From an optimization exercise on the open Yosys and OpenROAD flow, aimed at small area, a short achievable clock period and few clock cycles per item; shortcuts taken in it are not production practice. Function was checked by simulation only, so behaviour that the tests miss may differ from the original. Power is estimated from default activity; no workload was simulated.

==> 10-28 <==
==> flow/design.v (excerpt) <==
module myCPU (
    input  wire         cpu_rst,
    input  wire         cpu_clk,
    output wire [15:0]  inst_addr,
    input  wire [31:0]  inst,
    output wire [31:0]  ram_addr,
    input  wire [31:0]  ram_rdata,
    output wire         ram_wen,
    output wire [31:0]  ram_wdata,
    output reg          debug_wb_have_inst,
    output reg  [31:0]  debug_wb_pc,
    output reg          debug_wb_ena,
    output reg  [ 4:0]  debug_wb_reg,
    output reg  [31:0]  debug_wb_value
);
Settings: LEC_CHECK=0, CAP_MARGIN=20, CORE_MARGIN=2, CORE_UTILIZATION=40, CTS_BUF_LIST=sky130_fd_sc_hd__clkbuf_16, CTS_CLUSTER_DIAMETER=200, CTS_CLUSTER_SIZE=20, SLEW_MARGIN=20; clock period 20.0 ns.
standard.sh (not shown) runs the stock make flow with config.mk's settings and CLKGATE_MAP_FILE= SYNTH_SCRIPT=/design/flow/synth_recipe.tcl, a recipe that flattens the netlist after the stock synthesis.
==> flow/flow/run.sh <==
#!/bin/bash
# The standard layout (standard.sh), with three changes to how it is made:
#  - repair_timing aims for a larger setup margin under the design's own SDC,
#  - sizing may swap a cell for one of another footprint,
#  - ports are buffered with buf_2 instead of the default delay-cell buffer.
set -euo pipefail
bash standard.sh SETUP_SLACK_MARGIN=13 MATCH_CELL_FOOTPRINT=0 \
  "BUFFER_PORTS_ARGS=-buffer_cell sky130_fd_sc_hd__buf_2" finish > standard_finish.log 2>&1
==> 06-08 (differences from 10-28) <==
--- a/flow/design.v
+++ b/flow/design.v
@@ -61,61 +61,63 @@
                 assign co1[k] = s1[4];
             end
         end
     endgenerate
 endmodule
 module cmp_groups (
     input  wire [31:0] a,
     input  wire [31:0] b,
-    output wire [ 7:0] ltg,
-    output wire [ 7:0] eqg
+    output wire [15:0] ltg,
+    output wire [15:0] eqg
 );
     wire [31:0] x = a ^ b;
     wire [31:0] l, e;
     genvar g;
     generate
         for (g = 0; g < 32; g = g + 1) begin : g_bit
             if (g == 31) begin : g_sign
                 assign l[g] = x[g] & a[g];
             end else begin : g_mag
                 assign l[g] = x[g] & b[g];
             end
             assign e[g] = ~x[g];
         end
-        for (g = 0; g < 8; g = g + 1) begin : g_grp
-            assign eqg[g] = &e[4*g+3 -: 4];
-            assign ltg[g] = l[4*g+3]
-                          | (e[4*g+3] & l[4*g+2])
-                          | (e[4*g+3] & e[4*g+2] & l[4*g+1])
-                          | (e[4*g+3] & e[4*g+2] & e[4*g+1] & l[4*g]);
+        for (g = 0; g < 16; g = g + 1) begin : g_grp
+            assign eqg[g] = e[2*g+1] & e[2*g];
+            assign ltg[g] = l[2*g+1] | (e[2*g+1] & l[2*g]);
         end
     endgenerate
 endmodule
 module cmp_tree (
-    input  wire [7:0] ltg,
-    input  wire [7:0] eqg,
-    output wire       eq,
-    output wire       lt
+    input  wire [15:0] ltg,
+    input  wire [15:0] eqg,
+    output wire        eq,
+    output wire        lt
 );
-    wire [3:0] l1, e1;
-    wire [1:0] l2, e2;
+    wire [7:0] l1, e1;
+    wire [3:0] l2, e2;
+    wire [1:0] l3, e3;
     genvar g;
     generate
-        for (g = 0; g < 4; g = g + 1) begin : g1
+        for (g = 0; g < 8; g = g + 1) begin : g1
             assign l1[g] = ltg[2*g+1] | (eqg[2*g+1] & ltg[2*g]);
             assign e1[g] = eqg[2*g+1] & eqg[2*g];
         end
-        for (g = 0; g < 2; g = g + 1) begin : g2
+        for (g = 0; g < 4; g = g + 1) begin : g2
             assign l2[g] = l1[2*g+1] | (e1[2*g+1] & l1[2*g]);
             assign e2[g] = e1[2*g+1] & e1[2*g];
         end
+        for (g = 0; g < 2; g = g + 1) begin : g3
+            assign l3[g] = l2[2*g+1] | (e2[2*g+1] & l2[2*g]);
+            assign e3[g] = e2[2*g+1] & e2[2*g];
+        end
     endgenerate
-    assign lt = l2[1] | (e2[1] & l2[0]);
-    assign eq = e2[1] & e2[0];
+    assign lt = l3[1] | (e3[1] & l3[0]);
+    assign eq = e3[1] & e3[0];
 endmodule
 module rf_read (
     input  wire [ 4:0]       sel,
     input  wire [31:1]       valid,
     input  wire [32*31-1:0]  regs,      
     output reg  [31:0]       q
 );
     integer i;
@@ -140,17 +142,17 @@
     output reg          debug_wb_ena,
     output reg  [ 4:0]  debug_wb_reg,
     output reg  [31:0]  debug_wb_value
 );
     reg         v2;          
     reg  [29:0] pc2;         
     reg  [29:0] tgt2;        
     reg  [31:0] A, B;        
-    reg  [ 7:0] LTG, EQG;    
+    reg  [15:0] LTG, EQG;    
     reg  [ 3:0] ONES, ZEROS;  
     reg  [11:0] LO0;         
     reg  [11:4] LO1;         
     reg  [ 2:0] CO0;         
     reg  [ 2:1] CO1;         
     reg  [ 7:0] uhi2;        
     reg         s_imm;       
     reg  [11:0] imm2;        
@@ -234,17 +236,17 @@
             assign regs_flat[32*gi-1 -: 32] = regs[gi];
         end
     endgenerate
     wire [31:0] rf1, rf2;
     rf_read u_rd1 (.sel(rs1), .valid(valid), .regs(regs_flat), .q(rf1));
     rf_read u_rd2 (.sel(rs2), .valid(valid), .regs(regs_flat), .q(rf2));
     wire [31:0] rv1 = byp1 ? wD : rf1;
     wire [31:0] rv2 = byp2 ? wD : rf2;
-    wire [7:0] ltg1, eqg1;
+    wire [15:0] ltg1, eqg1;
     cmp_groups u_cmpg (.a(rv1), .b(rv2), .ltg(ltg1), .eqg(eqg1));
     wire [11:0] off12 = d_sw ? {inst[31:25], inst[11:7]} : inst[31:20];
     wire [11:0] lo0_1;
     wire [11:4] lo1_1;
     wire [ 2:0] co0_1;
     wire [ 2:1] co1_1;
     addr_groups u_addrg (.a(rv1[11:0]), .b(off12), .lo0(lo0_1), .lo1(lo1_1),
                          .co0(co0_1), .co1(co1_1));
Settings changed: CORE_UTILIZATION 40 to 55, CTS_CLUSTER_SIZE 20 to 18.
==> results.txt <==
|  | 10-28 | 06-08 |
|---|---|---|
| Maximum clock frequency | 139 MHz | 139 MHz |
| Outcome | timing/DRC/antenna clean | timing/DRC/antenna clean |
| M2 GR Usage | 54.1% | 73.2% |
| Floorplan die area | 157000 um2 | 116000 um2 |
| Critical path depth | 13 | 11 |
| Initial core utilization | 40.4% | 55.4% |
| Terminus of the critical flop-to-flop path | LTG[7]$_DFF_P_ | EQG[15]$_DFF_P_ |
| Number of multi-input combinational cells | 3102 | 3168 |
| Final clock period utilization by the worst path | 36.1% | 35.9% |
| Portion of the layout cell area used by clock cells | 3.16% | 3.57% |
| Post-detailed-route wirelength per cell | 43.2 um | 45.4 um |
| Internal power consumption | 0.00480 W | 0.00489 W |
| Metal3 WL | 51.4 mm | 52.0 mm |
| Chip Width | 396 um | 341 um |
| Total number of placement rows | 143 | 123 |
| Fillers | 13600 | 8794 |
Testbench counts of 10-28, summed over its fixed seeds: cycles 22,894, instrs 22,862.
Testbench counts of 06-08, summed over its fixed seeds: cycles 22,894, instrs 22,862.

port drivers added, routing unchanged:
No port has a modelled driver above. Below, the same layouts with a new extraction and two added sets of constraints.
Step 1: set_driving_cell puts a clkbuf_16 on cpu_clk and a buf_2 on each other input, an assumption about the parent block.
Step 2 moves the port delays by t, midway between the first and last clock arrival at a register: inputs arrive t later, outputs are due t later. That takes back most of the time a late clock gives input paths.
a / b / c = ideal / step 1 / step 2; a / b = the first two.
| run | shift t [ns] | slack for setup (ns) | worst setup path after step 2 |
|---|---|---|---|
| 10-28 | 0.799 | 12.788 / 12.815 / 12.044 | input to register |
| 06-08 | 0.780 | 12.812 / 12.850 / 12.070 | input to register |
After both steps setup and hold are still met in every run listed. The setup slack of 10-28, which loses most, moves by +0.027 ns with the drivers and by -0.744 ns with both steps.
